This design comes from an exercise in tuning for small area on the open sky130 flow, not from production work. At most, simulation tests tie the RTL to the original design; equivalence was not proved. No functional check of the RTL was part of runs 1 and 2. Power is estimated from default activity; no workload was simulated.

`flow/design.v`:
```
module CPU (
	input  logic        clk, rst,
	input  logic [31:0] Instr,
	input  logic [31:0] ReadData,
	output logic [31:0] WriteData,
	output logic        MemWrite,
	output logic [31:0] PC,
	output logic [31:0] ALUResult,
	output logic [31:0] Result
);
	logic        started;
	logic [3:0]  flags;             
	logic [31:0] rf [0:14];         
	logic [3:0] cond, rn, rd, rm;
	logic [1:0] op;
	logic [5:0] funct;
	assign cond  = Instr[31:28];
	assign op    = Instr[27:26];
	assign funct = Instr[25:20];
	assign rn    = Instr[19:16];
	assign rd    = Instr[15:12];
	assign rm    = Instr[3:0];
	logic fV, fC, fN, fZ, condex;
	assign {fV, fC, fN, fZ} = flags;
	always_comb begin
		case (cond)
			4'b0000: condex = fZ;
			4'b0001: condex = ~fZ;
			4'b0010: condex = fC;
			4'b0011: condex = ~fC;
			4'b0100: condex = fN;
			4'b0101: condex = ~fN;
			4'b0110: condex = fV;
			4'b0111: condex = ~fV;
			4'b1000: condex = ~fZ & fC;
			4'b1001: condex = fZ | ~fC;
			4'b1010: condex = ~(fN ^ fV);
			4'b1011: condex = fN ^ fV;
			4'b1100: condex = ~fZ & ~(fN ^ fV);
			4'b1101: condex = fZ | (fN ^ fV);
			4'b1110: condex = 1'b1;
			default: condex = 1'b0;
		endcase
	end
	logic is_dp, is_ls, is_br;
	logic c_add, c_sub, c_and, c_orr, c_cmp;
	logic do_sub, do_log;
	logic regw, memw, memtoreg, alusrc, str;
	logic fw_vc, fw_nz;
	assign is_dp = (op == 2'b00);
	assign is_ls = (op == 2'b01);
	assign is_br = (op == 2'b10);
	assign c_add = (funct[4:1] == 4'b0100);
	assign c_sub = (funct[4:1] == 4'b0010);
	assign c_and = (funct[4:1] == 4'b0000);
	assign c_orr = (funct[4:1] == 4'b1100);
	assign c_cmp = (funct[4:1] == 4'b1010);
	assign do_sub   = is_dp & (c_sub | c_cmp);
	assign do_log   = is_dp & (c_and | c_orr);
	assign str      = is_ls & ~funct[0];
	assign regw     = is_dp | (is_ls & funct[0]);
	assign memw     = str;
	assign memtoreg = is_ls & funct[0];
	assign alusrc   = (is_dp & funct[5]) | is_ls | is_br;
	assign fw_vc    = is_dp & ((funct[0] & (c_add | c_sub | c_and | c_orr)) | c_cmp);
	assign fw_nz    = is_dp & ((funct[0] & (c_add | c_sub)) | c_cmp);
	logic [31:0] pc4, pc8;
	logic [31:3] inc;
	logic [32:3] ic;
	always_comb begin
		ic[3] = 1'b1;
		for (int i = 3; i < 32; i++) begin
			inc[i]  = PC[i] ^ ic[i];
			ic[i+1] = PC[i] & ic[i];
		end
	end
	assign pc8 = {inc, PC[2:0]};
	assign pc4 = {PC[2] ? inc : PC[31:3], ~PC[2], PC[1:0]};
	logic [3:0]  ra1, ra2;
	logic [31:0] rd1, rd2;
	assign ra1 = is_br ? 4'd15 : rn;
	assign ra2 = str ? rd : rm;
	always_comb begin
		rd1 = (ra1 == 4'd15) ? pc8 : 32'd0;
		rd2 = (ra2 == 4'd15) ? pc8 : 32'd0;
		for (int i = 0; i < 15; i++) begin
			rd1 = rd1 | ({32{ra1 == i[3:0]}} & rf[i]);
			rd2 = rd2 | ({32{ra2 == i[3:0]}} & rf[i]);
		end
	end
	assign WriteData = rd2;
	logic [31:0] imm, srcb, bx, sum, alu;
	logic        cout, v_add;
	always_comb begin
		if (is_br)      imm = {{6{Instr[23]}}, Instr[23:0], 2'b00};
		else if (is_ls) imm = {20'd0, Instr[11:0]};
		else            imm = {24'd0, Instr[7:0]};
	end
	assign srcb = alusrc ? imm : rd2;
	assign bx   = srcb ^ {32{do_sub}};
	localparam int K = 4;
	logic [32:0] c;
	logic [31:0] p, g;
	assign p = rd1 ^ bx;
	assign g = rd1 & bx;
	always_comb begin
		c[0] = do_sub;
		for (int i = 0; i < K; i++) begin
			sum[i]  = rd1[i] ^ bx[i] ^ c[i];
			c[i+1]  = (rd1[i] & bx[i]) | (rd1[i] & c[i]) | (bx[i] & c[i]);
		end
		for (int i = K; i < 32; i += 2) begin
			sum[i]   = p[i] ^ c[i];
			sum[i+1] = p[i+1] ^ (g[i] | (p[i] & c[i]));
			c[i+1]   = g[i] | (p[i] & c[i]);
			c[i+2]   = g[i+1] | (p[i+1] & g[i]) | (p[i+1] & p[i] & c[i]);
		end
	end
	assign cout = c[32];
	assign v_add = (rd1[31] == bx[31]) & (sum[31] != rd1[31]);
	logic s_sum, s_and, s_orr;
	assign s_sum = ~rst & ~do_log;
	assign s_and = ~rst & do_log & ~funct[4];
	assign s_orr = ~rst & do_log & funct[4];
	assign alu = ({32{s_sum}} & sum) | ({32{s_and}} & (rd1 & srcb)) | ({32{s_orr}} & (rd1 | srcb));
	assign ALUResult = alu;
	logic nV, nC, nN, nZ;
	assign nZ = (alu == 32'd0);
	assign nN = alu[31];
	assign nC = ~do_log & (cout ^ do_sub);
	assign nV = ~do_log & v_add;
	logic pcsrc, regwrite;
	assign Result   = (memtoreg & ~rst) ? ReadData : alu;
	assign MemWrite = memw & condex;
	assign regwrite = regw & condex;
	assign pcsrc    = (((rd == 4'd15) & regw & ~(is_dp & c_cmp)) | is_br) & condex;
	logic go, s_res, s_seq;
	assign go    = started & ~rst;
	assign s_res = go & pcsrc;
	assign s_seq = go & ~pcsrc;
	always_ff @(posedge clk) begin
		started <= ~rst;
		PC <= ({32{s_res}} & Result) | ({32{s_seq}} & pc4);
	end
	always_ff @(posedge clk) begin
		if (rst) flags <= 4'd0;
		else begin
			if (fw_vc & condex) flags[3:2] <= {nV, nC};
			if (fw_nz & condex) flags[1:0] <= {nN, nZ};
		end
	end
	logic [31:0] wd;
	assign wd = Result;    
	always_ff @(posedge clk) begin
		for (int i = 0; i < 15; i++)
			if (rst | (regwrite & (rd == i[3:0])))
				rf[i] <= wd;
	end
endmodule
```
`flow/flow/run.sh`:
```
#!/bin/bash
# Own layout flow: the standard ORFS flow, with an area-oriented ABC mapping
# script (no buffering or gate upsizing in ABC) and minimum-size port buffers.
set -euo pipefail
W=$PWD
rm -rf "$W/scripts_own"
cp -r "$FLOW_HOME/scripts" "$W/scripts_own"
cp "$W/flow/abc.script" "$W/scripts_own/abc_speed.script"
bash "$W/standard.sh" \
  SCRIPTS_DIR="$W/scripts_own" \
  BUFFER_PORTS_ARGS="-buffer_cell sky130_fd_sc_hd__buf_1" \
  finish > "$W/orfs_make.log" 2>&1
```
`flow/flow/abc.script`:
```
&get -n
&st
&dch -f
&nf -p -R 1000 -F 8 -A 8
&put
&get -n
&st
&dch -f
&nf -p -R 1000
&put
topo
```
`flow/standard.sh`:
```
#!/bin/bash
# synth_recipe.tcl (not shown) runs the flow's synth.tcl, then flattens the netlist and writes it again
# the make line also repeats each setting of config.mk as NAME=value (left out here)
make -C /OpenROAD-flow-scripts/flow DESIGN_CONFIG=/design/flow/config.mk WORK_HOME=/design/flow/orfs CLKGATE_MAP_FILE= SYNTH_SCRIPT=/design/flow/synth_recipe.tcl "${@:-finish}"
```
`flow/config.mk`:
```
export PLATFORM = sky130hd
export DESIGN_NAME = CPU
export DESIGN_NICKNAME = CPU
export VERILOG_FILES = /design/flow/design.v
export SDC_FILE = /design/flow/constraint.sdc
export NUM_CORES = 4
export LEC_CHECK = 0
export CAP_MARGIN = 0
export CORE_MARGIN = 2
export CORE_UTILIZATION = 35
export CTS_BUF_LIST = sky130_fd_sc_hd__clkbuf_4 sky130_fd_sc_hd__clkbuf_8
export PLACE_DENSITY = 0.5
export SLEW_MARGIN = 0
```
`flow/constraint.sdc`:
```
create_clock -name core_clock -period 20.0 [get_ports {clk}]
set_input_delay 4.0000 -clock core_clock [delete_from_list [all_inputs] [get_ports {clk}]]
set_output_delay 4.0000 -clock core_clock [all_outputs]
set_load 0.01 [all_outputs]
```
==> results of run 1 <==
state kept, by name (all words and copies together), names as in the netlist:
| name | count |
|---|---|
| flags | 4 |
| rf | 480 |
| started | 1 |
| PC | 32 |
synth_stat cells (2+ instances only):
cell type,count
a21o_1,2
nand4_1,30
xnor2_1,29
o221ai_1,3
a31oi_1,11
mux2_1,8
nor2_1,94
nor3_1,8
o21a_1,4
a211oi_1,16
a22o_1,16
xor2_1,22
and3_1,14
ha_1,55
fa_1,17
nand3_1,93
o22ai_1,20
mux2i_1,34
a221oi_1,39
clkinv_1,82
nand2b_1,8
dfxtp_1,37
o211a_1,5
o211ai_1,4
a22oi_1,128
nor4_1,5
a21oi_1,47
o21ai_0,89
nor2b_1,10
nand2_1,161
or3_1,3
a211o_1,2
edfxtp_1,480
and4_1,11
a31o_1,3
or2_0,4
a222oi_1,219
kinds of logic after synthesis:
group | after synthesis
compound gates | 613
xor+xnor | 51
fa+ha+maj | 72
buf+inv | 83
flops | 517
mux | 42
simple gates | 443
power groups by stage:
stage	clock [W]	sequential, W	combinational [W]
after CTS	0.00111	0.00168	0.000770
after detailed placement	0	0.00169	0.000767
after global placement	0	0.00170	0.000761
final	0.00111	0.00169	0.000785
after global routing	0.00116	0.00170	0.000837
after floorplan	0	0.00163	0.000407
layer usage:
metal / share of wire [%] / up-vias
li1: - / 8653
met1: 37 / 10668
met2: 44 / 1903
met3: 13 / 407
met4: 6.0 / 0
met5: 0 / -
worst min-delay path: stages (launching register included):
cell and delay [ns]:
dfxtp_1 0.34, nor2b_1 0.12, nor3_1 0.06
worst paths after layout:
| check | to | cells past startpoint |
|---|---|---|
| worst max-delay path | Result[31] | 43 |
| worst min-delay path | flags[3] | 2 |
| worst max register to register | flags[0] | 44 |
| worst min register to register | flags[3] | 2 |
final cells by class:
type                       count  share of cell area (%)
antenna                        1                 0.00849
clock buffer                 139                    5.84
clock inverter                32                    1.20
inverter                      82                    1.04
multi-input combinational   1221                    31.3
sequential                   517                    51.4
tap                          931                    3.95
timing repair buffer         303                    5.25
repair_timing:
item / CTS / global route
endpoints found under the setup margin: 1 / 9
resized for setup: 1 / 9
pin swaps: 0 / 1
metrics by stage:
| stage | instances | total power [W] | setup WS, ns |
|---|---|---|---|
| 2_1_floorplan | 1821 | 0.00204 | 1.70 |
| 3_3_place_gp | 3054 | 0.00246 | 0.430 |
| 3_5_place_dp | 3054 | 0.00246 | 0.0394 |
| 4_1_cts | 3225 | 0.00356 | 0.309 |
| 5_1_grt | 3226 | 0.00370 | 0.00295 |
| 6_report | 3226 | 0.00358 | 0.991 |
==> results.py, run 1 <==
metrics = {
    "clock_tree": {
        "cts_setup_buffers": 0,
        "clk_pin_slew_ns": 0.05,
        "cts_tree": "yes",
        "cts_hold_buffers": 0,
        "cts_buffers": 92,
        "ctsRootBufferMaster": "clkbuf_8",
        "cts.sinks": 517,
        "worst_skew_pair.late_latency_ns": 0.72,
        "cts_buffer_depth": 3,
        "htreeDepth": 3,
    },
    "worst_setup_path": {
        "rrSetupSlack_ns": 8.81,
        "cp_top_family": "compound AO/OA/AOI/OAI gates",
        "critPathBufInv": 2,
        "worstPathRequired_ns": 16.00,
        "cp_max_fo": 17,
        "slowest_stage": "nor2_4",
        "worstSetupPathType": "in2out",
        "critical_path.most_common_cell": "nor2_1",
        "regToRegStartpoint": "PC[3]",
        "crit_arrival_ns": 15.01,
        "startpoint": "Instr[26]",
        "cpPeakStageDelay_ns": 0.59,
        "end_kind": "output pin",
        "crit_path_start_kind": "primary input",
    },
    "route": {
        "drc_errors": 0,
        "dr.pass1.iters": 14,
        "via_per_inst": 6.71,
        "drt_wl_total_mm": 116,
        "ant_nets": 0,
        "vias": 21631,
        "initialDrtViolationCount": 5000,
        "wl_per_cell_um": 36.1,
    },
    "logic_synthesis": {
        "ys_async_sr_fraction_pct": 0,
        "synth_area_per_cell_um2": 13.3,
        "synth_top_area_cell": "edfxtp_1",
        "syn-cell-area_um2": 24300,
        "ys_seq_area_share_pct": 62.4,
        "synthesis.instances": 1821,
        "synth_edf_count": 480,
        "yosys_warnings": 2,
        "syn_nets": 1959,
        "yosys.area_share.adder_pct": 4.24,
        "yosysUniqueCellTypes": 45,
        "synth_ff_type": "edfxtp_1",
        "synthSimpleGateAreaFrac_pct": 8.39,
        "synth_top_family_by_area": "compound AO/OA/AOI/OAI gates",
        "ys_top_cells_by_area": "edfxtp_1 (59%), a222oi_1 (9.0%), a22oi_1 (4.0%)",
        "synthMuxAreaShare_pct": 1.77,
        "synth_xor_area_share_pct": 1.84,
        "synth_top_area_share_pct": 59.4,
        "synth.ff_latch_count": 517,
        "synth_compound_area_share_pct": 20.0,
    },
    "global_routing": {
        "overflow": 0,
        "use_met2_pct": 48.8,
        "grt_pass1_wl_mm": 160,
        "grt_pass1_vias": 21022,
        "grtUsageMet3_pct": 8.10,
        "grt_usage_pct": 32.0,
        "grt_max_degree": 44,
        "global_route.usage.met1_pct": 42.0,
        "top_usage_layer": "met2",
        "antenna_found_initial": 2,
    },
    "sta": {
        "finalSetupViolations": 0,
        "worst_pin_slew_ns": 1.28,
        "hold_viol_final": 0,
        "drv_slew": 0,
        "skew_ns": 0.0498,
        "setup_tns_ns": 0,
        "period_share_pct": 95.0,
        "rsz0062_at_grt": "false",
        "fmax_ghz": 0.0526,
        "hold_slack_ns": 0.568,
        "finalCriticalPeriod_ns": 19.01,
        "relSlewSlack_pct": 14.1,
    },
    "floorplanning": {
        "rows": 96,
        "fp.dieH_um": 267,
        "ios": 195,
        "core_area_um2": 68600,
        "die-area_um2": 71500,
        "die_w_um": 267,
        "start_util_pct": 35.4,
    },
    "power_and_ir_drop": {
        "swShare_pct": 33.2,
        "power.leakage_nw": 10.1,
        "p_switching_w": 0.00119,
        "p_clk_share_pct": 30.9,
        "p_int_w": 0.00239,
        "combPwrFrac_pct": 21.9,
        "vdd_drop_max_mv": 0.0594,
        "p_per_area_nw_per_um2": 122,
        "p_seq_share_pct": 47.1,
    },
    "finish": {
        "final_util_pct": 43.0,
        "layout_commonest_cell": "edfxtp_1",
        "fin_nets": 2355,
        "fin_area_um2": 29500,
        "ff_latch_area_um2": 15200,
        "area_growth_pct": 21.3,
        "layout_common_cells": "edfxtp_1 (480), a222oi_1 (219), buf_1 (194)",
        "multi_input_area_um2": 9210,
        "drive_above_1_share_pct": 14.7,
        "fill_cells": 6361,
    },
    "min_path": {
        "hp-class": "reg2reg",
        "hold_start": "flags[3]",
    },
    "outcome": {
        "status": "no timing/DRC/antenna violations",
    },
    "placement": {
        "port_buffers": 194,
        "dpl.hpwl_mm": 77.1,
        "dpl-instance-area_um2": 27300,
        "globalplace.congestion": 0.976,
    },
    "run": {
        "maxCapViolCount": 0,
    },
}
==> inputs of run 2 (changes only) <==
--- a/flow/flow/run.sh
+++ b/flow/flow/run.sh
@@ -10,3 +10,4 @@
   SCRIPTS_DIR="$W/scripts_own" \
   BUFFER_PORTS_ARGS="-buffer_cell sky130_fd_sc_hd__buf_1" \
+  RECOVER_POWER=100 \
   finish > "$W/orfs_make.log" 2>&1
--- a/flow/config.mk
+++ b/flow/config.mk
@@ -10,4 +10,5 @@
 export CORE_UTILIZATION = 35
 export CTS_BUF_LIST = sky130_fd_sc_hd__clkbuf_4 sky130_fd_sc_hd__clkbuf_8
+export GPL_TIMING_DRIVEN = 0
 export PLACE_DENSITY = 0.5
 export SLEW_MARGIN = 0
==> run 2 against run 1 <==
Against the previous run: now fails the layout checks on max-capacitance violations, max-slew violations; sequential share of layout area decreased by 0.86 points; first-iteration DRC count down 9.2%; design area up 1.7%; critical path depth increased by 2; total power shrank 3.6%; via count grew 0.18%; register-to-register slack worse by 0.51 ns; sequential cell count unchanged; fmax decreased by 2.3%.
==> results.py, run 2 <==
metrics = {
    "outcome": {
        "status": "failed layout checks",
        "so_faults": "max-capacitance violations, max-slew violations",
    },
    "floorplanning": {
        "rows": 96,
        "ios": 195,
        "fp.dieH_um": 267,
        "die_w_um": 267,
        "core_area_um2": 68600,
        "die-area_um2": 71500,
        "start_util_pct": 35.4,
    },
    "worst_setup_path": {
        "critical_path.most_common_cell": "nor2_1",
        "worstSetupPathType": "in2out",
        "crit_path_start_kind": "primary input",
        "end_kind": "output pin",
        "cp_max_fo": 16,
        "cpPeakStageDelay_ns": 0.48,
        "slowest_stage": "fa_1",
        "worstPathRequired_ns": 16.00,
        "crit_arrival_ns": 15.46,
    },
    "logic_synthesis": {
        "synth_compound_area_share_pct": 20.0,
        "synth_top_family_by_area": "compound AO/OA/AOI/OAI gates",
        "syn-cell-area_um2": 24300,
        "ys_top_cells_by_area": "edfxtp_1 (59%), a222oi_1 (9.0%), a22oi_1 (4.0%)",
        "syn_nets": 1959,
        "ys_seq_area_share_pct": 62.4,
        "synth_xor_area_share_pct": 1.84,
        "yosys_warnings": 2,
        "synth.ff_latch_count": 517,
        "synth_edf_count": 480,
        "synthesis.instances": 1821,
        "synthMuxAreaShare_pct": 1.77,
        "synth_area_per_cell_um2": 13.3,
        "synth_top_area_share_pct": 59.4,
        "synth_common_cells": "edfxtp_1 (480), a222oi_1 (219), nand2_1 (161)",
        "synthSimpleGateAreaFrac_pct": 8.39,
        "yosys.area_share.adder_pct": 4.24,
        "ys_async_sr_fraction_pct": 0,
        "synth_ff_type": "edfxtp_1",
        "yosysUniqueCellTypes": 45,
        "synthMostInstantiatedCell": "edfxtp_1",
        "synth_top_area_cell": "edfxtp_1",
    },
    "sta": {
        "period_share_pct": 97.3,
        "finalCriticalPeriod_ns": 19.46,
        "worst_pin_slew_ns": 2.91,
        "hold_viol_final": 0,
        "finalWorstSetupSlack_ns": 0.539,
        "drv_slew": 420,
        "finalSetupViolations": 0,
        "fmax_ghz": 0.0514,
        "skew_ns": 0.0599,
        "rsz0062_at_grt": "false",
        "relSlewSlack_pct": -94.0,
    },
    "clock_tree": {
        "cts_hold_buffers": 0,
        "cts_buffers": 87,
        "cts_tree": "yes",
        "cts_buffer_depth": 3,
        "cts.sinks": 517,
        "clk_pin_slew_ns": 0.06,
        "htreeDepth": 3,
        "worst_skew_pair.late_latency_ns": 0.73,
        "ctsRootBufferMaster": "clkbuf_8",
    },
    "finish": {
        "layout_commonest_cell": "edfxtp_1",
        "largest_reg_flops": 480,
        "drive_above_1_share_pct": 12.4,
        "fin_nets": 2360,
        "layout_common_cells": "edfxtp_1 (480), a222oi_1 (219), buf_1 (189)",
        "regMostFlops": "rf",
        "area_growth_pct": 23.4,
        "largestRegisters": "rf (480), PC (32), flags (4)",
    },
    "route": {
        "via_per_inst": 6.71,
        "drc_errors": 0,
        "initialDrtViolationCount": 4539,
        "wl_per_cell_um": 35.5,
        "vias": 21669,
        "ant_nets": 0,
        "dr.pass1.iters": 12,
        "drt_wl_total_mm": 115,
    },
    "placement": {
        "dpl.hpwl_mm": 74.1,
        "preCtsSetupSlack_ns": -2.94,
        "globalplace.congestion": 0.853,
        "port_buffers": 194,
    },
    "global_routing": {
        "grt_pass1_wl_mm": 157,
        "grt_usage_pct": 31.6,
        "grt_max_degree": 35,
        "grt_pass1_vias": 21048,
        "antenna_found_initial": 5,
        "overflow": 0,
    },
    "run": {
        "maxCapViolCount": 22,
    },
    "power_and_ir_drop": {
        "vdd_drop_max_mv": 0.0593,
        "p_per_area_nw_per_um2": 115,
        "power.leakage_nw": 10.2,
        "p_total_w": 0.00345,
    },
    "min_path": {
        "hp-class": "reg2reg",
    },
}
-- run 2: changes by cell type in the layout (fill, tap and decap cells not counted), sizes merged --
cell      before  now
buf          303  268
bufinv         7    6
clkbuf       139  164
clkinv       104  113
clkinvlp       3    0
diode          1    3
inv            0    5
-- run 2: kinds of logic after synthesis --
kind of cell / Yosys count
multiplexers: 42
AO/OA/AOI/OAI: 613
adder cells (fa/ha/maj): 72
flip-flops: 517
AND/OR/NAND/NOR: 443
XOR/XNOR: 51
buffers and inverters: 83
-- run 2: power by group --
group | leakage (nW) | internal [W] | switching (W) | total (W)
logic | 3.98 | 0.000218 | 0.000554 | 0.000772
registers | 5.20 | 0.00153 | 0.000128 | 0.00166
clock network | 0.981 | 0.000559 | 0.000458 | 0.00102
-- run 2: metal layers --
layer,vias to the layer above,wire [µm],track usage [%]
li1,8677,-,-
met1,10714,41500,40.1
met2,1840,51300,48.7
met3,434,14900,8.06
met4,4,6970,18.7
met5,-,30,0
-- run 2: cell type report --
| class | count | area (µm²) |
|---|---|---|
| Clock inverter | 42 | 362 |
| Tap cell | 931 | 1160 |
| Clock buffer | 119 | 1480 |
| Inverter | 82 | 308 |
| Antenna cell | 3 | 7.51 |
| Buffer | 1 | 7.51 |
| Timing Repair Buffer | 312 | 2270 |
| Fill cell | 6296 | 38600 |
| Multi-Input combinational cell | 1221 | 9210 |
| Sequential cell | 517 | 15200 |
-- run 2: stage by stage --
step	cells	utilization (%)	hold WS [ns]	setup TNS [ns]	cell area [µm²]
after floorplan	1821	-	0.488	0	24300
after global placement	2946	38.2	0.504	-410.86	26200
after detailed placement	3033	41.2	0.515	-25.14	28200
after CTS	3214	44.2	0.527	0	30300
after global routing	3228	43.7	0.556	0	30000
final	3228	43.7	0.532	0	30000
-- run 2: worst paths after layout --
check | startpoint | cells after the start | to | slack, ns
max | Instr[26] | 45 | Result[28] | 0.54
min | PC[0] | 2 | PC[0] | 0.53
max reg2reg | PC[2] | 40 | PC[31] | 8.30
min reg2reg | PC[0] | 2 | PC[0] | 0.53
-- run 2: worst max-delay path, delay by kind of cell --
kind	cells	cell delay [ns]
AO/OA/AOI/OAI	17	5.51
AND/OR/NAND/NOR	19	3.28
adder cells (fa/ha/maj)	4	1.16
buffers and inverters	4	1.09
multiplexers	1	0.39
-- run 2: what timing repair did --
action,4_1_cts,5_1_grt
pin swaps,11,5
gates cloned,0,0
endpoints found under the setup margin,18,7
buffers inserted,20,11
resized for setup,19,5
==> inputs of run 3 (changes only) <==
--- a/flow/design.v
+++ b/flow/design.v
@@ -65,5 +65,5 @@
 	assign fw_vc    = is_dp & ((funct[0] & (c_add | c_sub | c_and | c_orr)) | c_cmp);
 	assign fw_nz    = is_dp & ((funct[0] & (c_add | c_sub)) | c_cmp);
-	logic [31:0] pc4, pc8;
+	logic [31:0] pc8;
 	logic [31:3] inc;
 	logic [32:3] ic;
@@ -76,17 +76,27 @@
 	end
 	assign pc8 = {inc, PC[2:0]};
-	assign pc4 = {PC[2] ? inc : PC[31:3], ~PC[2], PC[1:0]};
 	logic [3:0]  ra1, ra2;
 	logic [31:0] rd1, rd2;
 	assign ra1 = is_br ? 4'd15 : rn;
 	assign ra2 = str ? rd : rm;
+	logic [15:0] sel1, sel2;
 	always_comb begin
-		rd1 = (ra1 == 4'd15) ? pc8 : 32'd0;
-		rd2 = (ra2 == 4'd15) ? pc8 : 32'd0;
-		for (int i = 0; i < 15; i++) begin
-			rd1 = rd1 | ({32{ra1 == i[3:0]}} & rf[i]);
-			rd2 = rd2 | ({32{ra2 == i[3:0]}} & rf[i]);
+		for (int i = 0; i < 16; i++) begin
+			sel1[i] = (ra1 == i[3:0]);
+			sel2[i] = (ra2 == i[3:0]);
 		end
 	end
+	logic [31:0] q1 [0:5];
+	logic [31:0] q2 [0:5];
+	always_comb begin
+		for (int k = 0; k < 5; k++) begin
+			q1[k] = ~(({32{sel1[3*k]}} & rf[3*k]) | ({32{sel1[3*k+1]}} & rf[3*k+1]) | ({32{sel1[3*k+2]}} & rf[3*k+2]));
+			q2[k] = ~(({32{sel2[3*k]}} & rf[3*k]) | ({32{sel2[3*k+1]}} & rf[3*k+1]) | ({32{sel2[3*k+2]}} & rf[3*k+2]));
+		end
+		q1[5] = ~({32{sel1[15]}} & pc8);
+		q2[5] = ~({32{sel2[15]}} & pc8);
+	end
+	assign rd1 = ~(q1[0] & q1[1] & q1[2] & q1[3] & q1[4] & q1[5]);
+	assign rd2 = ~(q2[0] & q2[1] & q2[2] & q2[3] & q2[4] & q2[5]);
 	assign WriteData = rd2;
 	logic [31:0] imm, srcb, bx, sum, alu;
@@ -141,5 +151,6 @@
 	always_ff @(posedge clk) begin
 		started <= ~rst;
-		PC <= ({32{s_res}} & Result) | ({32{s_seq}} & pc4);
+		PC[31:3] <= ({29{s_res}} & Result[31:3]) | ({29{s_seq & PC[2]}} & inc) | ({29{s_seq & ~PC[2]}} & PC[31:3]);
+		PC[2:0]  <= ({3{s_res}} & Result[2:0]) | ({3{s_seq}} & {~PC[2], PC[1:0]});
 	end
 	always_ff @(posedge clk) begin
==> flow/flow/run.sh (replaced) <==
#!/bin/bash
# Own layout flow: the standard ORFS flow (standard.sh) with
#  - an area-oriented ABC mapping script (no buffering or gate upsizing in ABC),
#  - minimum-size port buffers,
#  - a clock tree without dummy loads and with larger sink clusters,
set -euo pipefail
W=$PWD
rm -rf "$W/scripts_own"
cp -r "$FLOW_HOME/scripts" "$W/scripts_own"
cp "$W/flow/abc.script" "$W/scripts_own/abc_speed.script"
bash "$W/standard.sh" \
  SCRIPTS_DIR="$W/scripts_own" \
  BUFFER_PORTS_ARGS="-buffer_cell sky130_fd_sc_hd__buf_1" \
  CTS_ARGS="-sink_clustering_enable -repair_clock_nets -dont_use_dummy_load -buf_list {sky130_fd_sc_hd__clkbuf_4 sky130_fd_sc_hd__clkbuf_8} -sink_clustering_size 14 -sink_clustering_max_diameter 60" \
  finish > "$W/orfs_make.log" 2>&1
--- a/flow/config.mk
+++ b/flow/config.mk
@@ -10,5 +10,4 @@
 export CORE_UTILIZATION = 35
 export CTS_BUF_LIST = sky130_fd_sc_hd__clkbuf_4 sky130_fd_sc_hd__clkbuf_8
-export GPL_TIMING_DRIVEN = 0
 export PLACE_DENSITY = 0.5
 export SLEW_MARGIN = 0
==> run 3 against run 2 <==
Against the previous run: now clean on timing, DRC and antenna; clock-buffer cell count shrank 70; synthesized cell count shrank 4.4%; core utilization shrank 2.6 points; area after synthesis shrank 1.5%; global-route usage shrank 1.9 points; critical path depth grew 3; non-clock buffer count shrank 15; setup slack gained 0.55 ns; sequential share of layout area grew 4.2 points; total power shrank 11%.
==> results.py, run 3 <==
metrics = {
    "outcome": {
        "status": "no timing/DRC/antenna violations",
    },
    "worst_setup_path": {
        "crit_arrival_ns": 14.92,
        "slowest_stage": "nor2b_1",
        "cp_max_fo": 15,
        "end_kind": "output pin",
        "regToRegStartpoint": "PC[3]",
        "cpPeakStageDelay_ns": 0.45,
        "critical_path.most_common_cell": "nor2_1",
        "worstPathRequired_ns": 16.00,
        "startpoint": "Instr[26]",
        "worstSetupPathType": "in2out",
        "crit_path_start_kind": "primary input",
    },
    "placement": {
        "dpl.hpwl_mm": 70.7,
        "port_buffers": 194,
        "globalplace.congestion": 0.942,
        "dpl-instance-area_um2": 26900,
    },
    "power_and_ir_drop": {
        "power.leakage_nw": 9.26,
        "p_per_area_nw_per_um2": 111,
        "vdd_drop_max_mv": 0.0523,
        "p_total_w": 0.00306,
    },
    "route": {
        "wl_per_cell_um": 36.2,
        "via_per_inst": 6.91,
        "drt_wl_total_mm": 107,
        "dr.pass1.iters": 15,
        "drc_errors": 0,
        "ant_nets": 0,
        "initialDrtViolationCount": 5525,
        "vias": 20459,
    },
    "finish": {
        "fin_nets": 2226,
        "final_util_pct": 41.0,
        "layout_common_cells": "edfxtp_1 (480), a222oi_1 (320), buf_1 (194)",
        "fill_cells": 6205,
        "multi_input_area_um2": 9000,
        "largestRegisters": "rf (480), PC (32), flags (4)",
        "largest_reg_flops": 480,
        "fin_area_um2": 27700,
        "ff_latch_area_um2": 15200,
        "area_growth_pct": 15.6,
        "drive_above_1_share_pct": 10.4,
        "regMostFlops": "rf",
        "layout_commonest_cell": "edfxtp_1",
    },
    "global_routing": {
        "grt_pass1_vias": 19707,
        "antenna_found_initial": 3,
        "grt_pass1_wl_mm": 148,
        "grt_usage_pct": 29.6,
        "overflow": 0,
        "grt_max_degree": 33,
    },
    "clock_tree": {
        "cts_buffers": 49,
        "cts_setup_buffers": 0,
        "cts_buffer_depth": 3,
        "cts.sinks": 517,
        "worst_skew_pair.late_latency_ns": 0.70,
        "ctsRootBufferMaster": "clkbuf_8",
        "htreeDepth": 2,
        "clk_pin_slew_ns": 0.05,
        "cts_tree": "yes",
    },
    "logic_synthesis": {
        "synthesis.instances": 1740,
        "ys_top_cells_by_area": "edfxtp_1 (60%), a222oi_1 (13%), dfxtp_1 (3.1%)",
        "synth_top_area_cell": "edfxtp_1",
        "yosys_warnings": 4,
        "syn_nets": 1878,
        "ys_seq_area_share_pct": 63.4,
        "yosysUniqueCellTypes": 45,
        "synthMostInstantiatedCell": "edfxtp_1",
        "synth.ff_latch_count": 517,
        "synth_ff_type": "edfxtp_1",
        "ys_async_sr_fraction_pct": 0,
        "synth_common_cells": "edfxtp_1 (480), a222oi_1 (320), nand2_1 (196)",
        "synth_top_area_share_pct": 60.3,
        "synth_edf_count": 480,
        "syn-cell-area_um2": 23900,
        "synth_area_per_cell_um2": 13.7,
    },
    "sta": {
        "setup_tns_ns": 0,
        "finalSetupViolations": 0,
        "relSlewSlack_pct": 11.5,
        "hold_viol_final": 0,
        "drv_slew": 0,
        "finalCriticalPeriod_ns": 18.92,
        "worst_pin_slew_ns": 1.32,
        "skew_ns": 0.0868,
        "fmax_ghz": 0.0529,
        "period_share_pct": 94.6,
        "rsz0062_at_grt": "false",
    },
    "floorplanning": {
        "ios": 195,
        "die-area_um2": 70400,
        "rows": 95,
        "die_w_um": 265,
        "fp.dieH_um": 265,
        "start_util_pct": 35.5,
        "core_area_um2": 67400,
    },
    "run": {
        "maxCapViolCount": 0,
    },
    "min_path": {
        "hp-class": "reg2reg",
        "hold_start": "PC[13]",
    },
}
-- run 3: cell count changes after synthesis, moves of 23 or more --
cell | previous run | this run
a222oi_1 | 219 | 320
a22oi_1 | 128 | 38
nand3_1 | 93 | 41
a221oi_1 | 39 | 0
nand2_1 | 161 | 196
o21ai_0 | 89 | 60
mux2i_1 | 34 | 6
clkinv_1 | 82 | 59
-- run 3: cell type report --
cell class,count,area share [%]
inverter,59,0.801
timing repair buffer,298,5.46
multi-input combinational,1163,32.5
clock buffer,49,2.44
sequential,517,54.8
tap,873,3.95
antenna,3,0.0271
-- run 3: cells by family (layout without fill, tap and decap cells) --
family / Yosys count / after routing / synth area share [%]
muxes: 23 / 23 / 1.05
AOI/OAI and AO/OA: 550 / 550 / 19.3
DFF: 517 / 517 / 63.4
and+or+nand+nor: 468 / 468 / 9.20
adders and majority gates: 72 / 72 / 4.30
buffers and inverters: 60 / 406 / 0.957
other: 0 / 3 / 0
xor gates and xnor gates: 50 / 50 / 1.83
-- run 3: layer usage --
metal	GRT usage (%)	wire [µm]	vias up
li1	-	-	8285
met1	41.0	41400	10241
met2	44.7	46800	1682
met3	6.92	14300	251
met4	12.5	4780	0
met5	0	0	-
-- run 3: repair_timing --
action / in CTS / in global routing
endpoints found under the hold margin: 0 / 0
resized for setup: 0 / 11
endpoints found under the setup margin: 0 / 5
hold buffers: 0 / 0
-- run 3: final timing paths --
| kind | endpoint | slack [ns] | cells after the start |
|---|---|---|---|
| min | PC[13] | 0.46 | 2 |
| max | Result[31] | 1.08 | 48 |
| max reg2reg | flags[0] | 8.68 | 42 |
| min reg2reg | PC[13] | 0.46 | 2 |
-- run 3: where the power goes --
part	total (W)	switching (W)	internal, W	leakage [nW]
Clock	0.000572	0.000354	0.000217	0.352
Combinational	0.000802	0.000576	0.000226	3.72
Sequential	0.00169	0.000140	0.00155	5.20
-- run 3: worst max-delay path, delay by kind of cell --
kind                       cells  cell delay, ns
AOI/OAI and AO/OA             16            4.92
and+or+nand+nor               19            2.91
buffers and inverters          6            1.24
adders and majority gates      4            1.10
muxes                          1            0.40
xor gates and xnor gates       2            0.33
-- run 3: through the flow --
| step | setup slack [ns] | hold WS (ns) | cells |
|---|---|---|---|
| after floorplan | 1.54 | 0.478 | 1740 |
| after global placement | 0.346 | 0.446 | 2910 |
| final | 1.08 | 0.462 | 2962 |
| after CTS | 0.139 | 0.463 | 2959 |
| after global routing | 0.0415 | 0.486 | 2961 |
| after detailed placement | 0.194 | 0.452 | 2910 |
==> inputs of run 4 (changes only) <==
==> flow/config.mk (replaced) <==
export PLATFORM = sky130hd
export DESIGN_NAME = CPU
export DESIGN_NICKNAME = CPU
export VERILOG_FILES = /design/flow/design.v
export SDC_FILE = /design/flow/constraint.sdc
export NUM_CORES = 4
export LEC_CHECK = 0
export CAP_MARGIN = 10
export CORE_MARGIN = 2
export CORE_UTILIZATION = 58
export PLACE_DENSITY = 0.72
export SLEW_MARGIN = 10
==> run 4 against run 3 <==
Against the previous run: critical endpoint is now Result[30]; cell count down 12%; largest cell class unchanged; wire length down 14%; first-iteration DRC count up 2.4%; clock-buffer cell count down 2; critical path depth down 2; critical path type unchanged.
==> results.py, run 4 <==
metrics = {
    "clock_tree": {
        "cts_tree": "yes",
        "cts_setup_buffers": 0,
        "cts_buffer_depth": 3,
        "cts.sinks": 517,
        "ctsRootBufferMaster": "clkbuf_8",
        "worst_skew_pair.late_latency_ns": 0.69,
        "cts_buffers": 47,
        "clk_pin_slew_ns": 0.07,
        "htreeDepth": 2,
    },
    "floorplanning": {
        "ios": 195,
        "start_util_pct": 58.7,
        "core_area_um2": 40700,
        "die-area_um2": 42900,
        "die_w_um": 207,
        "fp.dieH_um": 207,
        "rows": 74,
    },
    "global_routing": {
        "grt_pass1_wl_mm": 132,
        "grt_pass1_vias": 19946,
        "grt_max_degree": 35,
        "grt_usage_pct": 42.2,
        "antenna_found_initial": 4,
        "overflow": 0,
    },
    "route": {
        "drc_errors": 0,
        "initialDrtViolationCount": 5659,
        "ant_nets": 0,
        "drt_wl_total_mm": 92.7,
        "via_per_inst": 7.94,
        "dr.pass1.iters": 13,
        "wl_per_cell_um": 35.6,
        "vias": 20647,
    },
    "finish": {
        "fill_cells": 3071,
        "layout_common_cells": "edfxtp_1 (480), a222oi_1 (320), buf_1 (194)",
        "area_growth_pct": 13.0,
        "multi_input_area_um2": 8930,
        "largestRegisters": "rf (480), PC (32), flags (4)",
        "layout_commonest_cell": "edfxtp_1",
        "fin_nets": 2208,
        "ff_latch_area_um2": 15200,
        "stdcell_count": 2602,
        "drive_above_1_share_pct": 9.28,
        "final_util_pct": 66.3,
        "largest_reg_flops": 480,
        "regMostFlops": "rf",
    },
    "logic_synthesis": {
        "synth_top_area_cell": "edfxtp_1",
        "syn_nets": 1878,
        "synth_edf_count": 480,
        "synth_area_per_cell_um2": 13.7,
        "synthMostInstantiatedCell": "edfxtp_1",
        "ys_top_cells_by_area": "edfxtp_1 (60%), a222oi_1 (13%), dfxtp_1 (3.1%)",
        "ys_seq_area_share_pct": 63.4,
        "yosysUniqueCellTypes": 45,
        "synth_top_area_share_pct": 60.3,
        "yosys_warnings": 4,
        "synth.ff_latch_count": 517,
        "synthesis.instances": 1740,
        "syn-cell-area_um2": 23900,
        "synth_common_cells": "edfxtp_1 (480), a222oi_1 (320), nand2_1 (196)",
        "synth_ff_type": "edfxtp_1",
        "ys_async_sr_fraction_pct": 0,
    },
    "sta": {
        "period_share_pct": 94.7,
        "rsz0062_at_grt": "false",
        "finalSetupViolations": 0,
        "hold_viol_final": 0,
        "relSlewSlack_pct": 14.6,
        "skew_ns": 0.0904,
        "worst_pin_slew_ns": 1.28,
        "drv_slew": 0,
        "finalCriticalPeriod_ns": 18.93,
        "setup_tns_ns": 0,
        "fmax_ghz": 0.0528,
    },
    "placement": {
        "dp.cells": 2553,
        "globalplace.congestion": 1.00,
        "dpl.hpwl_mm": 60.2,
        "port_buffers": 194,
    },
    "worst_setup_path": {
        "crit_path_start_kind": "primary input",
        "crit_arrival_ns": 14.93,
        "cpPeakStageDelay_ns": 0.71,
        "critical_path.most_common_cell": "nor2_1",
        "worstSetupPathType": "in2out",
        "cp_max_fo": 14,
        "slowest_stage": "nor2_2",
        "end_kind": "output pin",
        "worstPathRequired_ns": 16.00,
    },
    "power_and_ir_drop": {
        "p_total_w": 0.00301,
        "vdd_drop_max_mv": 0.0717,
        "p_per_area_nw_per_um2": 111,
        "power.leakage_nw": 9.16,
    },
    "run": {
        "maxCapViolCount": 0,
    },
    "outcome": {
        "status": "no timing/DRC/antenna violations",
    },
    "min_path": {
        "hp-class": "reg2reg",
    },
}
-- run 4: final timing paths --
kind / from / to / slack [ns] / cells past startpoint
worst max-delay path: Instr[26] / Result[30] / 1.07 / 46
worst max register to register: rf[1][0] / flags[0] / 8.66 / 43
worst min-delay path: PC[26] / PC[26] / 0.46 / 2
worst min register to register: PC[26] / PC[26] / 0.46 / 2
-- run 4: worst max-delay path, delay by kind of cell --
| kind | cells | cell delay (ns) |
|---|---|---|
| fa+ha+maj | 4 | 1.23 |
| buf+inv | 3 | 0.57 |
| compound gates | 20 | 5.58 |
| simple gates | 18 | 3.19 |
| mux | 1 | 0.36 |
-- run 4: power breakdown --
| group | total, W | internal (W) | switching (W) |
|---|---|---|---|
| clock | 0.000552 | 0.000209 | 0.000342 |
| combinational | 0.000766 | 0.000224 | 0.000542 |
| sequential | 0.00169 | 0.00155 | 0.000141 |
| total | 0.00301 | 0.00198 | 0.00102 |
-- run 4: area by class of cell --
type                            instances  share of cell area [%]
Antenna cell                            2                  0.0185
Clock buffer                           47                    2.39
Inverter                               59                   0.820
Multi-Input combinational cell       1163                    33.1
Sequential cell                       517                    56.1
Tap cell                              532                    2.46
Timing Repair Buffer                  282                    5.14
-- run 4: timing repair --
item	CTS	global route
gates resized for setup	0	5
endpoints found under the setup margin	0	7
hold buffers	0	0
-- run 4: through the flow --
stage	cell area, µm²	hold slack [ns]	setup slack (ns)
after floorplan	23900	0.478	1.54
after global placement	26300	0.443	0.814
after global routing	27000	0.478	0.150
after detailed placement	26300	0.454	0.469
after CTS	27000	0.464	0.426
final	27000	0.463	1.07
-- run 4: logic make-up after synthesis --
family                     count (synthesis)  synth area share [%]
AOI/OAI and AO/OA                        550                  19.3
xor gates and xnor gates                  50                  1.83
adders and majority gates                 72                  4.30
buffers and inverters                     60                 0.957
DFF                                      517                  63.4
muxes                                     23                  1.05
and+or+nand+nor                          468                  9.20
-- run 4: layer usage --
layer	global-route usage [%]	vias up	routed length [µm]
met3	12.8	449	15800
met4	27.5	4	6990
li1	-	8249	-
met1	56.0	9758	30600
met5	0	-	22
met2	60.5	2187	39200
==> inputs of run 5 (changes only) <==
--- a/flow/config.mk
+++ b/flow/config.mk
@@ -8,5 +8,5 @@
 export CAP_MARGIN = 10
 export CORE_MARGIN = 2
-export CORE_UTILIZATION = 58
-export PLACE_DENSITY = 0.72
+export CORE_UTILIZATION = 50
+export PLACE_DENSITY = 0.65
 export SLEW_MARGIN = 10
==> run 5 against run 4 <==
Against the previous run: design area is 0.46% higher; via count shrank 0.33%; setup slack lost 0.27 ns; largest power group unchanged; die area is 16% higher; synthesized cell count stayed put; total power rose by 0.83%; critical endpoint is now Result[31]; still clean on timing, DRC and antenna; sequential cell count is the same; sequential share of layout area is 0.26 points lower; sequential power barely moved.
==> results.py, run 5 <==
metrics = {
    "power_and_ir_drop": {
        "p_seq_share_pct": 55.8,
        "combPwrFrac_pct": 25.9,
        "p_int_w": 0.00198,
        "p_per_area_nw_per_um2": 112,
        "power.leakage_nw": 9.13,
        "vdd_drop_max_mv": 0.0918,
        "p_switching_w": 0.00105,
        "p_clk_share_pct": 18.3,
        "swShare_pct": 34.6,
    },
    "finish": {
        "fin_area_um2": 27100,
        "area_growth_pct": 13.5,
        "layout_commonest_cell": "edfxtp_1",
        "fill_cells": 3926,
        "fin_nets": 2202,
        "drive_above_1_share_pct": 9.26,
        "regMostFlops": "rf",
        "largestRegisters": "rf (480), PC (32), flags (4)",
        "largest_reg_flops": 480,
        "layout_common_cells": "edfxtp_1 (480), a222oi_1 (320), buf_1 (194)",
    },
    "sta": {
        "worst_pin_slew_ns": 1.26,
        "finalCriticalPeriod_ns": 19.20,
        "fmax_ghz": 0.0521,
        "drv_slew": 0,
        "finalSetupViolations": 0,
        "skew_ns": 0.0626,
        "hold_viol_final": 0,
        "relSlewSlack_pct": 15.1,
        "period_share_pct": 96.0,
        "setup_tns_ns": 0,
    },
    "logic_synthesis": {
        "syn-cell-area_um2": 23900,
        "ys_seq_area_share_pct": 63.4,
        "ys_top_cells_by_area": "edfxtp_1 (60%), a222oi_1 (13%), dfxtp_1 (3.1%)",
        "synthesis.instances": 1740,
        "ys_async_sr_fraction_pct": 0,
        "synth_common_cells": "edfxtp_1 (480), a222oi_1 (320), nand2_1 (196)",
        "yosysUniqueCellTypes": 45,
        "synth_ff_type": "edfxtp_1",
        "synthMostInstantiatedCell": "edfxtp_1",
        "synth_top_area_share_pct": 60.3,
        "synth_edf_count": 480,
        "yosys_warnings": 4,
        "synth_top_area_cell": "edfxtp_1",
        "syn_nets": 1878,
        "synth.ff_latch_count": 517,
        "synth_area_per_cell_um2": 13.7,
    },
    "floorplanning": {
        "die-area_um2": 49600,
        "die_w_um": 223,
        "ios": 195,
        "fp.dieH_um": 223,
        "core_area_um2": 47400,
        "start_util_pct": 50.4,
        "rows": 80,
    },
    "clock_tree": {
        "htreeDepth": 2,
        "cts_setup_buffers": 0,
        "cts_tree": "yes",
        "ctsRootBufferMaster": "clkbuf_8",
        "cts_resized": 1,
        "cts_hold_buffers": 0,
        "cts_buffers": 47,
        "cts.sinks": 517,
        "clk_pin_slew_ns": 0.05,
        "cts_buffer_depth": 3,
        "worst_skew_pair.late_latency_ns": 0.68,
    },
    "worst_setup_path": {
        "rrSetupSlack_ns": 8.55,
        "slowest_stage": "or2_0",
        "critical_path.most_common_cell": "nor2_1",
        "crit_arrival_ns": 15.20,
        "worstSetupPathType": "in2out",
        "cp_max_fo": 19,
        "cpPeakStageDelay_ns": 0.54,
        "crit_path_start_kind": "primary input",
        "r2r_end": "flags[0]",
        "worst_r2r_path_depth": 42,
        "regToRegStartpoint": "rf[8][0]",
        "end_kind": "output pin",
        "worstPathRequired_ns": 16.00,
    },
    "placement": {
        "dpl-instance-area_um2": 26500,
        "port_buffers": 194,
        "dpl.hpwl_mm": 61.2,
        "globalplace.congestion": 1.03,
    },
    "min_path": {
        "hold_start": "PC[12]",
        "min_path_cells": 2,
        "hp-class": "reg2reg",
        "min_to": "PC[12]",
    },
    "global_routing": {
        "grt_pass1_vias": 19765,
        "grt_usage_pct": 37.7,
        "grt_max_degree": 33,
        "overflow": 0,
        "antenna_found_initial": 8,
        "grt_pass1_wl_mm": 134,
    },
    "route": {
        "vias": 20578,
        "drt_wl_total_mm": 95.7,
        "via_per_inst": 7.68,
        "wl_per_cell_um": 35.7,
        "drc_errors": 0,
        "initialDrtViolationCount": 5326,
        "ant_nets": 0,
        "dr.pass1.iters": 15,
    },
    "outcome": {
        "status": "no timing/DRC/antenna violations",
    },
    "run": {
        "maxCapViolCount": 0,
    },
}
-- run 5: per-stage QoR --
| stage | power [W] | cells | utilization [%] | hold slack, ns | worst slack [ns] |
|---|---|---|---|---|---|
| floorplan | 0.00209 | 1740 | - | 0.478 | 1.54 |
| global placement | 0.00244 | 2630 | 55.8 | 0.444 | 0.498 |
| detailed placement | 0.00246 | 2630 | 55.8 | 0.450 | -0.0401 |
| CTS | 0.00300 | 2677 | 57.1 | 0.457 | 0.0621 |
| global route | 0.00313 | 2677 | 57.2 | 0.479 | -0.0223 |
| finish | 0.00303 | 2679 | 57.2 | 0.454 | 0.798 |
-- run 5: how the worst max path moves through the flow --
stage,slack [ns],start,to,cells after the start
global placement,0.50,Instr[26],Result[31],49
floorplan,1.54,Instr[26],Result[30],43
CTS,0.06,Instr[26],Result[31],49
finish,0.80,Instr[26],Result[31],47
detailed placement,-0.04,Instr[26],Result[31],49
global route,-0.02,Instr[26],Result[31],49
-- run 5: layout make-up --
type	instances	area [µm²]	share of cell area, %
repair buffers	276	1340	4.95
well taps	615	769	2.84
diodes	2	5.00	0.0184
inverters	59	221	0.816
flip-flops and latches	517	15200	55.8
clock buffers	47	647	2.38
multi-input cells	1163	9000	33.2
-- run 5: layer usage --
| metal | up-vias | wire [µm] | track usage (%) |
|---|---|---|---|
| met4 | 12 | 6510 | 24.2 |
| met3 | 418 | 14900 | 9.52 |
| met1 | 9854 | 31900 | 48.3 |
| met5 | - | 78 | 0 |
| li1 | 8238 | - | - |
| met2 | 2056 | 42300 | 57.3 |
-- run 5: worst max-delay path: cells and delay by family --
family | cells | cell delay (ns)
compound gates | 16 | 5.44
xor+xnor | 2 | 0.31
mux | 1 | 0.35
buf+inv | 5 | 0.91
fa+ha+maj | 4 | 1.03
simple gates | 19 | 3.12
-- run 5: cells by family after synthesis --
family	after synthesis	share of synthesized area, %
adder cells (fa/ha/maj)	72	4.30
multiplexers	23	1.05
AND/OR/NAND/NOR	468	9.20
XOR/XNOR	50	1.83
AO/OA/AOI/OAI	550	19.3
flip-flops	517	63.4
buffers and inverters	60	0.957
-- run 5: power groups by stage --
stage / Combinational [W] / Sequential (W) / Clock (W)
2_1_floorplan: 0.000426 / 0.00166 / 0
3_3_place_gp: 0.000744 / 0.00169 / 0
3_5_place_dp: 0.000761 / 0.00170 / 0
4_1_cts: 0.000763 / 0.00168 / 0.000555
5_1_grt: 0.000829 / 0.00171 / 0.000592
6_report: 0.000784 / 0.00169 / 0.000556
==> inputs of run 6 (changes only) <==
--- a/flow/flow/run.sh
+++ b/flow/flow/run.sh
@@ -12,4 +12,4 @@
   SCRIPTS_DIR="$W/scripts_own" \
   BUFFER_PORTS_ARGS="-buffer_cell sky130_fd_sc_hd__buf_1" \
-  CTS_ARGS="-sink_clustering_enable -repair_clock_nets -dont_use_dummy_load -buf_list {sky130_fd_sc_hd__clkbuf_4 sky130_fd_sc_hd__clkbuf_8} -sink_clustering_size 14 -sink_clustering_max_diameter 60" \
+  CTS_ARGS="-sink_clustering_enable -repair_clock_nets -dont_use_dummy_load -buf_list {sky130_fd_sc_hd__clkbuf_4 sky130_fd_sc_hd__clkbuf_8} -sink_clustering_size 16 -sink_clustering_max_diameter 65" \
   finish > "$W/orfs_make.log" 2>&1
--- a/flow/config.mk
+++ b/flow/config.mk
@@ -8,5 +8,5 @@
 export CAP_MARGIN = 10
 export CORE_MARGIN = 2
-export CORE_UTILIZATION = 50
-export PLACE_DENSITY = 0.65
+export CORE_UTILIZATION = 58
+export PLACE_DENSITY = 0.72
 export SLEW_MARGIN = 10
==> run 6 against run 5 <==
Against the previous run: still clean; via count rose by 0.80%; design area fell by 0.64%; cell count fell by 2.9%; clock-buffer cell count fell by 4; sequential power barely moved; critical endpoint is now Result[30]; highest routed layer unchanged.
==> results.py, run 6 <==
metrics = {
    "sta": {
        "skew_ns": 0.0724,
        "period_share_pct": 95.0,
        "setup_tns_ns": 0,
        "hold_viol_final": 0,
        "finalCriticalPeriod_ns": 19.01,
        "worst_pin_slew_ns": 1.31,
        "relSlewSlack_pct": 12.5,
        "finalSetupViolations": 0,
        "drv_slew": 0,
        "rsz0062_at_grt": "false",
        "fmax_ghz": 0.0526,
    },
    "clock_tree": {
        "cts_buffers": 43,
        "cts_hold_buffers": 0,
        "ctsRootBufferMaster": "clkbuf_8",
        "cts.sinks": 517,
        "cts_tree": "yes",
        "cts_resized": 0,
        "cts_buffer_depth": 3,
        "clk_pin_slew_ns": 0.07,
        "cts_setup_buffers": 0,
        "htreeDepth": 2,
        "worst_skew_pair.late_latency_ns": 0.68,
    },
    "placement": {
        "dpl.hpwl_mm": 60.2,
        "globalplace.congestion": 1.00,
        "port_buffers": 194,
        "dp.cells": 2553,
    },
    "logic_synthesis": {
        "synth_common_cells": "edfxtp_1 (480), a222oi_1 (320), nand2_1 (196)",
        "synth.ff_latch_count": 517,
        "synth_top_area_cell": "edfxtp_1",
        "syn_nets": 1878,
        "synth_ff_type": "edfxtp_1",
        "synth_area_per_cell_um2": 13.7,
        "synthMostInstantiatedCell": "edfxtp_1",
        "yosysUniqueCellTypes": 45,
        "syn-cell-area_um2": 23900,
        "ys_async_sr_fraction_pct": 0,
        "ys_top_cells_by_area": "edfxtp_1 (60%), a222oi_1 (13%), dfxtp_1 (3.1%)",
        "yosys_warnings": 4,
        "synth_top_area_share_pct": 60.3,
        "synthesis.instances": 1740,
        "synth_edf_count": 480,
        "ys_seq_area_share_pct": 63.4,
    },
    "worst_setup_path": {
        "worstSetupPathType": "in2out",
        "worst_r2r_path_depth": 43,
        "regToRegStartpoint": "rf[1][0]",
        "crit_arrival_ns": 15.01,
        "slowest_stage": "nor2_2",
        "worstPathRequired_ns": 16.00,
        "rrSetupSlack_ns": 8.59,
        "cp_max_fo": 19,
        "critical_path.most_common_cell": "nor2_1",
        "cpPeakStageDelay_ns": 0.76,
        "crit_path_start_kind": "primary input",
        "r2r_end": "flags[0]",
        "end_kind": "output pin",
    },
    "floorplanning": {
        "die_w_um": 207,
        "rows": 74,
        "ios": 195,
        "die-area_um2": 42900,
        "core_area_um2": 40700,
        "fp.dieH_um": 207,
        "start_util_pct": 58.7,
    },
    "min_path": {
        "min_to": "PC[26]",
        "hold_start": "PC[26]",
        "min_path_cells": 2,
        "hp-class": "reg2reg",
    },
    "outcome": {
        "status": "no timing/DRC/antenna violations",
    },
    "global_routing": {
        "grt_pass1_vias": 19791,
        "grt_max_degree": 35,
        "overflow": 0,
        "grt_usage_pct": 42.0,
        "grt_pass1_wl_mm": 131,
        "antenna_found_initial": 5,
    },
    "finish": {
        "regMostFlops": "rf",
        "drive_above_1_share_pct": 9.11,
        "stdcell_count": 2601,
        "layout_commonest_cell": "edfxtp_1",
        "area_growth_pct": 12.8,
        "fin_nets": 2204,
        "largest_reg_flops": 480,
        "largestRegisters": "rf (480), PC (32), flags (4)",
        "layout_common_cells": "edfxtp_1 (480), a222oi_1 (320), buf_1 (194)",
        "final_util_pct": 66.2,
    },
    "route": {
        "drc_errors": 0,
        "drt_wl_total_mm": 92.7,
        "initialDrtViolationCount": 6125,
        "wl_per_cell_um": 35.6,
        "vias": 20743,
        "dr.pass1.iters": 13,
        "via_per_inst": 7.98,
        "ant_nets": 0,
    },
    "power_and_ir_drop": {
        "p_per_area_nw_per_um2": 111,
        "vdd_drop_max_mv": 0.0741,
        "power.leakage_nw": 9.13,
        "p_total_w": 0.00298,
    },
    "run": {
        "maxCapViolCount": 0,
    },
}
run 6: cell counts after synthesis:
Identical to the previous run, type by type.
run 6: worst max-delay path by stage:
stage	start	end	slack, ns	depth (start not counted)
final	Instr[26]	Result[30]	0.99	44
after global routing	Instr[26]	Result[30]	0.14	46
after CTS	Instr[26]	Result[30]	0.43	47
after detailed placement	Instr[26]	Result[30]	0.47	47
after global placement	Instr[26]	Result[31]	0.81	48
after floorplan	Instr[26]	Result[30]	1.54	43
run 6: area by class of cell:
type,instances,area (µm²)
fillers,3071,13800
multi-input cells,1163,8930
inverters,59,221
clock buffers,43,592
flip-flops and latches,517,15200
well taps,532,666
repair buffers,282,1390
diodes,5,12.5
run 6: metal layers:
layer	wire (µm)	up-vias	GRT usage [%]	share of wire, %
met5	22	-	0	0.024
met4	6580	4	25.4	7.1
met3	15900	437	12.8	17
met2	39600	2208	60.9	43
met1	30600	9844	56.0	33
li1	-	8250	-	-
run 6: critical path: cells and delay by family:
family | cells | cell delay [ns]
adders and majority gates | 3 | 1.00
and+or+nand+nor | 17 | 3.13
muxes | 1 | 0.35
AOI/OAI and AO/OA | 18 | 5.25
xor gates and xnor gates | 1 | 0.26
buffers and inverters | 4 | 1.01
run 6: per-stage QoR:
step                      hold slack [ns]  setup slack, ns  cell area [µm²]
after detailed placement            0.454            0.469            26300
after global placement              0.443            0.814            26300
after floorplan                     0.478             1.54            23900
after global routing                0.475            0.144            27000
final                               0.463            0.994            27000
after CTS                           0.464            0.426            26900
run 6: power by group:
part           switching (W)  internal [W]  total, W
Combinational       0.000541      0.000224  0.000765
Sequential          0.000141       0.00155   0.00169
Clock               0.000335      0.000193  0.000528
Total                0.00102       0.00197   0.00298
run 6: cell families after synthesis:
kind of cell	share of synthesized area [%]
xor+xnor	1.83
flops	63.4
mux	1.05
buf+inv	0.957
fa+ha+maj	4.30
simple gates	9.20
compound gates	19.3
==> inputs of run 7 (changes only) <==
==> flow/flow/abc.script (replaced) <==
&get -n
&st
&dch -f
&nf -p -R 1000 -F 8 -A 8 -E 50
&put
&get -n
&st
&dch -f
&nf -p -R 1000 -E 50
&put
topo
==> run 7 against run 6 <==
Against the previous run: clock skew is 0.0098 ns higher; design area is 0.86% lower; die area is 0.20% lower; highest routed layer unchanged; critical path depth is 1 higher; first-iteration DRC count is 0.62% lower; area after synthesis is 0.20% lower; cell count is 2.2% lower; total power is 0.54% lower.
==> results.py, run 7 <==
metrics = {
    "finish": {
        "fin_area_um2": 26700,
        "drive_above_1_share_pct": 8.41,
        "layout_common_cells": "edfxtp_1 (480), a222oi_1 (346), buf_1 (194)",
        "largest_reg_flops": 480,
        "final_util_pct": 65.6,
        "area_growth_pct": 12.0,
        "regMostFlops": "rf",
        "largestRegisters": "rf (480), PC (32), flags (4)",
        "layout_commonest_cell": "edfxtp_1",
        "fin_nets": 2150,
    },
    "logic_synthesis": {
        "syn_nets": 1845,
        "ys_top_cells_by_area": "edfxtp_1 (60%), a222oi_1 (15%), dfxtp_1 (3.1%)",
        "synth_area_per_cell_um2": 14.0,
        "synth_edf_count": 480,
        "yosys_warnings": 4,
        "syn-cell-area_um2": 23900,
        "synth.ff_latch_count": 517,
        "synth_ff_type": "edfxtp_1",
        "synthesis.instances": 1707,
        "synth_top_area_share_pct": 60.4,
        "ys_async_sr_fraction_pct": 0,
        "yosysUniqueCellTypes": 49,
        "synth_common_cells": "edfxtp_1 (480), a222oi_1 (346), nand2_1 (116)",
        "synth_top_area_cell": "edfxtp_1",
        "synthMostInstantiatedCell": "edfxtp_1",
        "ys_seq_area_share_pct": 63.5,
    },
    "sta": {
        "rsz0062_at_grt": "false",
        "period_share_pct": 95.0,
        "worst_pin_slew_ns": 1.34,
        "drv_slew": 0,
        "skew_ns": 0.0822,
        "finalSetupViolations": 0,
        "relSlewSlack_pct": 10.6,
        "fmax_ghz": 0.0526,
        "finalCriticalPeriod_ns": 18.99,
        "hold_viol_final": 0,
        "hold_slack_ns": 0.520,
    },
    "global_routing": {
        "top_usage_layer": "met2",
        "overflow": 0,
        "grt_pass1_wl_mm": 130,
        "antenna_found_initial": 1,
        "use_met2_pct": 63.7,
        "grtUsageMet3_pct": 12.9,
        "grt_pass1_vias": 19564,
        "grt_usage_pct": 42.8,
        "grt_max_degree": 40,
        "global_route.usage.met1_pct": 56.1,
    },
    "route": {
        "via_per_inst": 8.10,
        "drt_wl_total_mm": 91.6,
        "vias": 20609,
        "drc_errors": 0,
        "ant_nets": 0,
        "wl_per_cell_um": 36.0,
        "initialDrtViolationCount": 6087,
        "dr.pass1.iters": 14,
    },
    "clock_tree": {
        "ctsRootBufferMaster": "clkbuf_8",
        "cts_buffers": 41,
        "worst_skew_pair.late_latency_ns": 0.69,
        "cts_tree": "yes",
        "htreeDepth": 2,
        "cts_hold_buffers": 0,
        "cts_buffer_depth": 3,
        "clk_pin_slew_ns": 0.06,
        "cts.sinks": 517,
    },
    "run": {
        "maxCapViolCount": 0,
    },
    "placement": {
        "dpl.hpwl_mm": 57.8,
        "port_buffers": 194,
        "dpl-instance-area_um2": 26100,
        "globalplace.congestion": 1.00,
    },
    "power_and_ir_drop": {
        "p_seq_share_pct": 56.9,
        "p_switching_w": 0.00102,
        "combPwrFrac_pct": 25.5,
        "p_int_w": 0.00195,
        "swShare_pct": 34.4,
        "p_per_area_nw_per_um2": 111,
        "power.leakage_nw": 8.88,
        "p_clk_share_pct": 17.6,
        "vdd_drop_max_mv": 0.0838,
    },
    "worst_setup_path": {
        "crit_arrival_ns": 14.99,
        "crit_path_start_kind": "primary input",
        "worstPathRequired_ns": 16.00,
        "critical_path.most_common_cell": "nor2_1",
        "slowest_stage": "a311oi_4",
        "cpPeakStageDelay_ns": 0.50,
        "end_kind": "output pin",
        "worstSetupPathType": "in2out",
        "cp_max_fo": 15,
    },
    "min_path": {
        "hp-class": "reg2reg",
    },
    "floorplanning": {
        "ios": 195,
        "start_util_pct": 58.6,
        "rows": 74,
        "die-area_um2": 42800,
        "fp.dieH_um": 207,
        "core_area_um2": 40700,
        "die_w_um": 207,
    },
    "outcome": {
        "status": "no timing/DRC/antenna violations",
    },
}
-- run 7: repair_timing --
action                                  4_1_cts  5_1_grt
buffers inserted                              0        0
gates resized for setup                       1        6
endpoints found under the setup margin        2       11
pin swaps                                     0        0
-- run 7: worst paths after layout --
check / start / endpoint / slack (ns) / cells after the start
max: Instr[26] / Result[31] / 1.01 / 45
min reg2reg: flags[3] / flags[3] / 0.52 / 2
min: flags[3] / flags[3] / 0.52 / 2
max reg2reg: rf[3][0] / PC[31] / 9.91 / 41
-- run 7: power by group through the flow --
stage               clock (W)  combinational (W)  sequential, W
CTS                  0.000517           0.000731        0.00168
detailed placement          0           0.000727        0.00170
global route         0.000551           0.000807        0.00171
global placement            0           0.000714        0.00169
finish               0.000522           0.000757        0.00169
floorplan                   0           0.000419        0.00165
-- run 7: through the flow --
step                std cells  total power [W]  setup slack [ns]  TNS [ns]
floorplan                1707          0.00207              1.83         0
global placement         2500          0.00240             0.217         0
detailed placement       2500          0.00243            -0.101    -0.143
CTS                      2541          0.00292             0.154         0
global route             2542          0.00307            0.0225         0
finish                   2543          0.00297              1.01         0
-- run 7: logic make-up after synthesis --
family          share of synthesized area, %
flops                                   63.5
xor+xnor                                1.76
compound gates                          20.0
buf+inv                                 1.48
fa+ha+maj                               4.31
simple gates                            7.93
mux                                     1.03
-- run 7: critical path: cells and delay by family --
family                     cells  cell delay, ns
AOI/OAI and AO/OA             18            6.00
xor gates and xnor gates       1            0.16
adders and majority gates      4            1.13
buffers and inverters          3            0.52
muxes                          1            0.40
and+or+nand+nor               18            2.74
-- run 7: area by class of cell --
type | instances | area, µm²
diodes | 1 | 2.50
clock buffers | 41 | 564
fillers | 3030 | 14000
inverters | 92 | 345
multi-input cells | 1097 | 8750
flip-flops and latches | 517 | 15200
well taps | 532 | 666
repair buffers | 263 | 1260
-- run 7: routing by layer --
layer | share of wire, % | vias to the layer above
met3 | 17 | 410
met1 | 33 | 9775
met5 | 0.045 | -
met4 | 6.6 | 2
met2 | 43 | 2286
li1 | - | 8136
==> inputs of run 8 (changes only) <==
==> flow/flow/abc.script (replaced) <==
&get -n
&st
&dch -f
&nf -p -R 1000 -F 8 -A 8 -E 100
&put
&get -n
&st
&dch -f
&nf -p -R 1000 -E 100
&put
topo
==> run 8 against run 7 <==
Against the previous run: total power rose by 0.68%; combinational power grew 2%; sequential share of layout area is 0.13 points lower; critical path type unchanged; still clean on timing, DRC and antenna; design area is 0.23% higher; worst hold slack got worse by 0.0059 ns; cell count is 0.35% lower; via count up 0.93%; highest routed layer unchanged; critical path depth fell by 4; wire length rose by 3.7%; area after synthesis is 0.10% lower.
==> results.py, run 8 <==
metrics = {
    "outcome": {
        "status": "no timing/DRC/antenna violations",
    },
    "min_path": {
        "hp-class": "reg2reg",
        "min_path_cells": 2,
        "hold_start": "flags[3]",
        "min_to": "flags[3]",
    },
    "worst_setup_path": {
        "crit_path_start_kind": "primary input",
        "rrSetupSlack_ns": 9.81,
        "slowest_stage": "a222oi_1",
    },
    "floorplanning": {
        "core_area_um2": 40700,
        "start_util_pct": 58.5,
        "die-area_um2": 42700,
        "rows": 74,
        "die_w_um": 207,
    },
    "power_and_ir_drop": {
        "vdd_drop_max_mv": 0.0758,
        "p_per_area_nw_per_um2": 112,
    },
    "clock_tree": {
        "cts_tree": "yes",
        "cts_buffer_depth": 3,
        "ctsRootBufferMaster": "clkbuf_8",
        "cts.sinks": 517,
        "worst_skew_pair.late_latency_ns": 0.66,
        "cts_setup_buffers": 0,
        "cts_hold_buffers": 0,
    },
    "finish": {
        "final_util_pct": 65.8,
        "regMostFlops": "rf",
        "layout_common_cells": "edfxtp_1 (480), a222oi_1 (346), buf_1 (194)",
        "fill_cells": 3011,
        "largestRegisters": "rf (480), PC (32), flags (4)",
        "layout_commonest_cell": "edfxtp_1",
        "drive_above_1_share_pct": 9.09,
        "area_growth_pct": 12.4,
    },
    "global_routing": {
        "grt_usage_pct": 44.2,
        "grt_pass1_wl_mm": 133,
        "overflow": 0,
        "antenna_found_initial": 1,
    },
    "route": {
        "ant_nets": 0,
        "dr.pass1.iters": 15,
        "via_per_inst": 8.21,
    },
    "logic_synthesis": {
        "synth.ff_latch_count": 517,
        "syn-cell-area_um2": 23800,
        "synth_area_per_cell_um2": 14.1,
        "synthMostInstantiatedCell": "edfxtp_1",
        "synthMuxAreaShare_pct": 1.27,
        "synth_top_family_by_area": "compound AO/OA/AOI/OAI gates",
        "yosys_warnings": 4,
    },
    "sta": {
        "period_share_pct": 95.0,
        "hold_viol_final": 0,
        "hold_slack_ns": 0.514,
        "skew_ns": 0.0547,
    },
    "run": {
        "maxCapViolCount": 0,
    },
}
[run 8: layout make-up]
class / count / area, µm² / area share, %
flip-flops and latches: 517 / 15200 / 56.6
multi-input cells: 1085 / 8740 / 32.6
repair buffers: 272 / 1330 / 4.95
well taps: 532 / 666 / 2.48
clock buffers: 43 / 592 / 2.21
inverters: 85 / 319 / 1.19
[run 8: how the worst max path moves through the flow]
stage	from	endpoint	slack, ns
CTS	Instr[26]	Result[30]	0.02
floorplan	Instr[27]	Result[31]	1.93
detailed placement	Instr[26]	Result[30]	-0.06
global route	Instr[26]	Result[30]	0.04
global placement	Instr[26]	Result[30]	0.29
finish	Instr[26]	Result[30]	1.00
[run 8: metal layers]
metal	vias to the layer above	track usage, %	routed length [µm]
met5	-	0	13
met3	474	17.4	18800
li1	8109	-	-
met2	2401	59.9	37800
met4	2	24.9	6550
met1	9814	60.7	31900
[run 8: cells by family after synthesis]
group           after synthesis
mux                          28
flops                       517
buf+inv                      86
compound gates              554
simple gates                382
fa+ha+maj                    72
xor+xnor                     49
[run 8: worst max-delay path: cells and delay by family]
family,cells,cell delay (ns)
compound gates,16,5.60
xor+xnor,1,0.23
fa+ha+maj,3,0.93
buf+inv,3,0.68
mux,2,0.76
simple gates,16,2.75
[run 8: power by group]
| group | switching, W | internal [W] |
|---|---|---|
| Clock | 0.000335 | 0.000193 |
| Sequential | 0.000142 | 0.00155 |
| Combinational | 0.000549 | 0.000222 |
| Total | 0.00103 | 0.00196 |
[run 8: timing repair]
action	in CTS	in global routing
gates resized for setup	1	8
setup endpoints to repair	1	11
gates cloned	0	0
[run 8: stage by stage]
step,power [W],std cells,worst slack (ns),setup TNS (ns),cell area [µm²]
2_1_floorplan,0.00208,1688,1.93,0,23800
3_3_place_gp,0.00241,2490,0.288,0,26200
3_5_place_dp,0.00243,2490,-0.0558,-0.0558,26200
4_1_cts,0.00294,2533,0.0187,0,26800
5_1_grt,0.00308,2534,0.0406,0,26800
6_report,0.00299,2534,1.00,0,26800

Re-timed with assumed drivers on the ports (clkbuf_16 on the clock, buf_2 on other inputs), run 8 has 0.971 ns of setup slack against 1.002 ns with ideal ports, and 0.971 ns once port delays also move by the mid clock arrival of 0.689 ns.
